What follows belongs to an exercise in optimizing a design on an open flow for small area, a short achievable clock period and few clock cycles per item; a production flow would make more cautious choices.
RTL that was checked went through simulation tests only; none was proved equivalent to the original.

Design verilog_multiplier, start of the top module:
module verilog_multiplier(clk, rst, ready, op1, op2, res, done);
    input wire clk, rst;
    input wire ready;
    input wire [31:0] op1, op2;
    output wire [31:0] res;
    output reg done;
    localparam IDLE = 2'd0, R0 = 2'd1, LSH = 2'd2, RSH = 2'd3;
    reg [1:0] st;
    reg [47:0] S;
    reg [47:16] C;
    reg        ccl;
    reg [9:0]  E;        
    reg        sgn, fnan, fz, fpay;
    reg        rndr;     
    reg [21:0] pay;      
    wire e1z = (op1[30:23] == 8'd0);
    wire e2z = (op2[30:23] == 8'd0);
    wire e1f = (op1[30:23] == 8'hff);
    wire e2f = (op2[30:23] == 8'hff);
    wire f1z = (op1[22:0] == 23'd0);
    wire f2z = (op2[22:0] == 23'd0);
    wire zero1 = e1z & f1z, zero2 = e2z & f2z;
    wire inf1 = e1f & f1z, inf2 = e2f & f2z;
    wire nan1 = e1f & ~f1z, nan2 = e2f & ~f2z;
    wire qnan = (zero1 & inf2) | (inf1 & zero2);
    wire nanx = ~qnan & (nan1 | nan2);           
    wire zerox = ~(e1f | e2f) & (zero1 | zero2);  
    wire infx = qnan | (~nan1 & ~nan2 & ~zero1 & ~zero2 & (inf1 | inf2));
    wire special = zero1 | zero2 | e1f | e2f;
    wire [8:0] esum = {1'b0, op1[30:24], op1[23] | e1z} + {1'b0, op2[30:24], op2[23] | e2z};
    wire [9:0] e_in = {1'b0, esum} - 10'd127;
    wire fast = special | (~e1z & ~e2z & (esum >= 9'd128));
    wire [23:0] a = {~e1z, op1[22:0]};
    wire [23:0] b = {~e2z, op2[22:0]};
    wire [47:0] tree_s, tree_c;
    wire [15:0] t_lo;
    wire t_cl;
    wire [47:23] t_ha;
    wire [46:23] t_hb;
    wire idle = (st == IDLE);    
    wire rnd;
  ...
For scale: roughly 2300 cells after synthesis, ~120 flip-flops, about 100 I/O pins, roughly 23000 sq um of cells after synthesis.
clock: 8.0 ns
lec_check: 0
cap_margin: 20
core_margin: 2
core_utilization: 60
setup_slack_margin: 2.25
slew_margin: 20
tns_end_percent: 20
standard.sh (not shown) runs the stock make flow with config.mk's settings and CLKGATE_MAP_FILE= SYNTH_SCRIPT=/design/flow/synth_recipe.tcl, a recipe that flattens the netlist after the stock synthesis.
==> flow/flow/run.sh <==
#!/bin/bash
# Own flow: the standard layout, except that synthesis runs Yosys's fine
# stage without its early "abc -fast", so that extract_fa finds the design's
# full adders as written (no inverter between adders). The standard synthesis
# runs first; its register names are given to the own netlist's registers,
# and the standard netlist is used as it is if the registers do not match.
set -uo pipefail
W=$(pwd)
R=$W/orfs/results/$FLOW_PLATFORM/verilog_multiplier/base
bash standard.sh synth > log_standard_synth.txt 2>&1 || exit 1
cp "$R/1_2_yosys.v" "$W/ref_1_2_yosys.v"
sed '1s/.*/proc synth {args} { if {[lsearch -glob $args "fine:*"] >= 0} { yosys synth -nofsm -noshare -noabc {*}$args } else { yosys synth -nofsm -noshare {*}$args } }/' synth_recipe.tcl > own_synth.tcl
sed "s|SYNTH_SCRIPT=[^ ]*|SYNTH_SCRIPT=$W/own_synth.tcl|" standard.sh > own_standard.sh
if bash own_standard.sh do-yosys > log_own_synth.txt 2>&1 \
   && python3 flow/rename.py "$W/ref_1_2_yosys.v" "$R/1_2_yosys.v" "$W/own_1_2_yosys.v" > log_rename.txt 2>&1; then
  cp "$W/own_1_2_yosys.v" "$R/1_2_yosys.v"
  echo "own synthesis used" >> log_rename.txt
else
  cp "$W/ref_1_2_yosys.v" "$R/1_2_yosys.v"
  echo "standard synthesis used" >> log_rename.txt
fi
rm -f "$R/1_synth.odb" "$R/1_synth.sdc"
bash standard.sh "BUFFER_PORTS_ARGS=-buffer_cell sky130_fd_sc_hd__buf_2" finish > log_standard_finish.txt 2>&1
Other scripts of this flow, unchanged in this note and not shown: flow/flow/rename.py
Testbench counts at the start, summed over its fixed seeds: cycles 6,400, items 3,200.
Rerun with:
--- a/flow/design.v
+++ b/flow/design.v
@@ -1140,15 +1140,15 @@
 wire mk_g2_5 = mk_g0_5 | (mk_p0_5 & mk_g1_3);
 wire mk_p2_5 = mk_p0_5 & mk_p1_3;
 wire mk_g2_6 = mk_g1_6 | (mk_p1_6 & mk_g1_3);
 wire mk_p2_6 = mk_p1_6 & mk_p1_3;
 wire c22 = mk_g2_6;
 wire [21:0] lo = {((S[21] ^ C[21]) ^ mk_g2_5), ((S[20] ^ C[20]) ^ mk_g2_4), ((S[19] ^ C[19]) ^ mk_g1_3), ((S[18] ^ C[18]) ^ mk_g1_2), ((S[17] ^ C[17]) ^ mk_g0_1), ((S[16] ^ C[16]) ^ ccl), S[15:0]};
 wire [47:22] ha = {S[47:23], S[22] ^ C[22]};
-wire [46:22] hb = {C[47:24], S[22] & C[22]};
+wire [46:22] hb = {C[47:24], (S[22] & C[22]) | C[23]};
 wire ut24 = ha[24] ^ hb[23];
 wire ug24 = ha[24] & hb[23];
 wire ut25 = ha[25] ^ hb[24];
 wire ug25 = ha[25] & hb[24];
 wire ut26 = ha[26] ^ hb[25];
 wire ug26 = ha[26] & hb[25];
 wire ut27 = ha[27] ^ hb[26];
@@ -1358,16 +1358,16 @@
             endcase
         end
     end
     wire shl = (st == R0) ? (~top & ~p46) : (st == LSH) ? (e_pos & ~p46) : 1'b0;
     wire shr = (st == R0) ? (top & E[9]) : (st == RSH) ? ~e_under : 1'b0;
     wire [47:0] p_next = shl ? {p[46:0], 1'b0} : shr ? {1'b0, p[47:1]} : p;
     always @(posedge clk) begin
-        S <= {t_ha, tree_s[22:16], t_lo} | (p_next & {48{~idle}});
-        C <= {t_hb, 1'b0, tree_c[22:16]};
+        S <= {t_ha, tree_s[22:16], t_lo | (p_next[15:0] & {16{~idle}})};
+        C <= {t_hb, 1'b0, tree_c[22:16]} | (p_next[47:16] & {(48-16){~idle}});
         ccl <= t_cl;
         pay <= nan2 ? op2[21:0] : op1[21:0];
         case (st)
             IDLE: begin
                 E <= infx ? 10'd256 : nanx ? 10'd255 : e_in;
                 sgn <= qnan | (nan2 ? op2[31] : nan1 ? op1[31] : op1[31] ^ op2[31]);
                 fnan <= qnan | nanx;
Cell count is higher by 1.7%.
Setup slack loses 0.0045 ns.
Register-to-register slack loses 0.03 ns.
Wire length stays flat.
Non-clock buffer count is lower by 1.
Utilization is lower by 1.3 points.
No functional check of the RTL was part of the second run of this note.

========
verilog_multiplier, a different RTL version from the one above (not shown whole).
For scale: roughly 3100 cells after synthesis, ~110 flip-flops, ~26000 um^2 of cells after synthesis.
Settings: LEC_CHECK=0, CAP_MARGIN=20, CORE_MARGIN=2, CORE_UTILIZATION=40, SETUP_SLACK_MARGIN=1.5, SLEW_MARGIN=20; clock period 8.0 ns.
run.sh (not shown) runs the stock make flow with config.mk's settings and CLKGATE_MAP_FILE= SYNTH_SCRIPT=/design/flow/synth_recipe.tcl, a recipe that flattens the netlist after the stock synthesis.
Stock flow here: none of the scripts above is used.
The first run produced a clean layout.
Change:
--- a/flow/design.v
+++ b/flow/design.v
@@ -1036,32 +1036,32 @@
 assign t_1002 = t_832 ^ t_915 ^ t_916;
 assign t_1003 = (t_832 & t_915) | (t_832 & t_916) | (t_915 & t_916);
 assign t_1004 = t_833 ^ t_918 ^ t_917;
 assign t_1005 = (t_833 & t_918) | (t_833 & t_917) | (t_918 & t_917);
 assign t_1006 = t_838 ^ t_919 ^ t_920;
 assign t_1007 = (t_838 & t_919) | (t_838 & t_920) | (t_919 & t_920);
 assign t_1008 = t_839 ^ t_922 ^ t_921;
 assign t_1009 = (t_839 & t_922) | (t_839 & t_921) | (t_922 & t_921);
 assign t_1010 = (a[23] & b[22]) ^ (a[22] & b[23]) ^ t_923;
 assign t_1011 = ((a[23] & b[22]) & (a[22] & b[23])) | ((a[23] & b[22]) & t_923) | ((a[22] & b[23]) & t_923);
 assign tree_s = {1'b0, t_1011, t_1009, t_1007, t_1005, t_1003, t_1001, t_999, t_997, t_995, t_993, t_991, t_989, t_987, t_985, t_983, t_981, t_979, t_977, t_975, t_973, t_971, t_969, t_967, t_965, t_963, t_961, t_959, t_957, t_955, t_953, t_951, t_949, t_947, t_945, t_943, t_941, t_939, t_937, t_935, t_933, t_931, t_929, t_927, t_925, t_924, (a[1] & b[0]), (a[0] & b[0])};
 assign tree_c = {1'b0, (a[23] & b[23]), t_1010, t_1008, t_1006, t_1004, t_1002, t_1000, t_998, t_996, t_994, t_992, t_990, t_988, t_986, t_984, t_982, t_980, t_978, t_976, t_974, t_972, t_970, t_968, t_966, t_964, t_962, t_960, t_958, t_956, t_954, t_952, t_950, t_948, t_946, t_944, t_942, t_940, t_938, t_936, t_934, t_932, t_930, t_928, t_926, (a[0] & b[2]), (a[0] & b[1]), 1'b0};
-    wire [47:0] p = S + C;
+    wire rnd = (st == IDLE) & ~nornd;
+    wire [47:0] q0 = S + C + {25'd0, rnd, 22'd0};
+    wire [47:0] q1 = S + C + {24'd0, 1'b1, 23'd0};
+    wire [47:0] p = q0;
     wire top = p[47];
     wire p46 = p[46];
-    wire [24:0] w0 = p[47:23];
-    wire [24:0] w1 = w0 + 25'd1;
-    wire r = p[22] & ~nornd;
-    wire hi = top | (r & w1[24]);
-    wire [22:0] field = top ? w1[23:1] : r ? w1[22:0] : w0[22:0];
+    wire hi = q0[47];
+    wire [22:0] field = hi ? q1[46:24] : q0[45:23];
     wire [9:0] e1 = E + 10'd1;
     wire [7:0] ex = hi ? e1[7:0] : E[7:0];
     wire ovf = hi ? e1[8] : E[8];
     assign res[31] = sgn;
     assign res[30:23] = fz ? 8'd0 : ovf ? 8'hff : ex;
     assign res[22] = fnan | (~fz & ~ovf & field[22]);
     assign res[21:0] = (fz | ovf) ? 22'd0 : field[21:0];
     wire e_pos = ~E[9] & (E != 10'd0);      
     wire e_zero = (E == 10'd0);
     wire e_under = E[9] & (E < 10'h3eb);     
     always @(posedge clk or posedge rst) begin
         if (rst) begin
Count of clock-buffer cells in the layout stays the same. Final cell count went up by about 1%. Critical path depth went up by 1. Core utilization went up by 0.50 points. Die area is about the same.
No run of this note included a check of the RTL's function; only the layout flow was run.

afterwards: timing with drivers on the ports:
In the flow no input, the clock included, has a driving cell. The finished layouts below were timed again as built, in two steps. Step 1 (the two cells are an assumption about what drives the block):
set clk [get_ports {clk}]
set_driving_cell -lib_cell sky130_fd_sc_hd__clkbuf_16 $clk
set_driving_cell -lib_cell sky130_fd_sc_hd__buf_2 [delete_from_list [all_inputs] $clk]
Step 2 also shifts input and output timing later by t, the mid clock arrival at the registers, as if the neighbouring blocks saw the same clock. Slacks: no drivers / after step 1 / after step 2; pairs: no drivers / after step 1.
run | shift t [ns] | setup WS [ns] | hold slack, ns
the first run of note 1 | 0.478 | 2.324 / 2.333 / 1.873 | 0.465 / 0.465 / 0.465
the second run of note 1 | 0.493 | 2.320 / 2.353 / 1.860 | 0.476 / 0.476 / 0.476
the first run of note 2 | 0.416 | 1.690 / 1.639 / 1.326 | 0.581 / 0.581 / 0.581
the second run of note 2 | 0.406 | 1.436 / 1.392 / 1.286 | 0.478 / 0.478 / 0.478
After both steps every run listed still meets setup and hold. The setup slack of the second run of note 1, which loses most, moves by +0.033 ns with the drivers and by -0.460 ns with both steps.
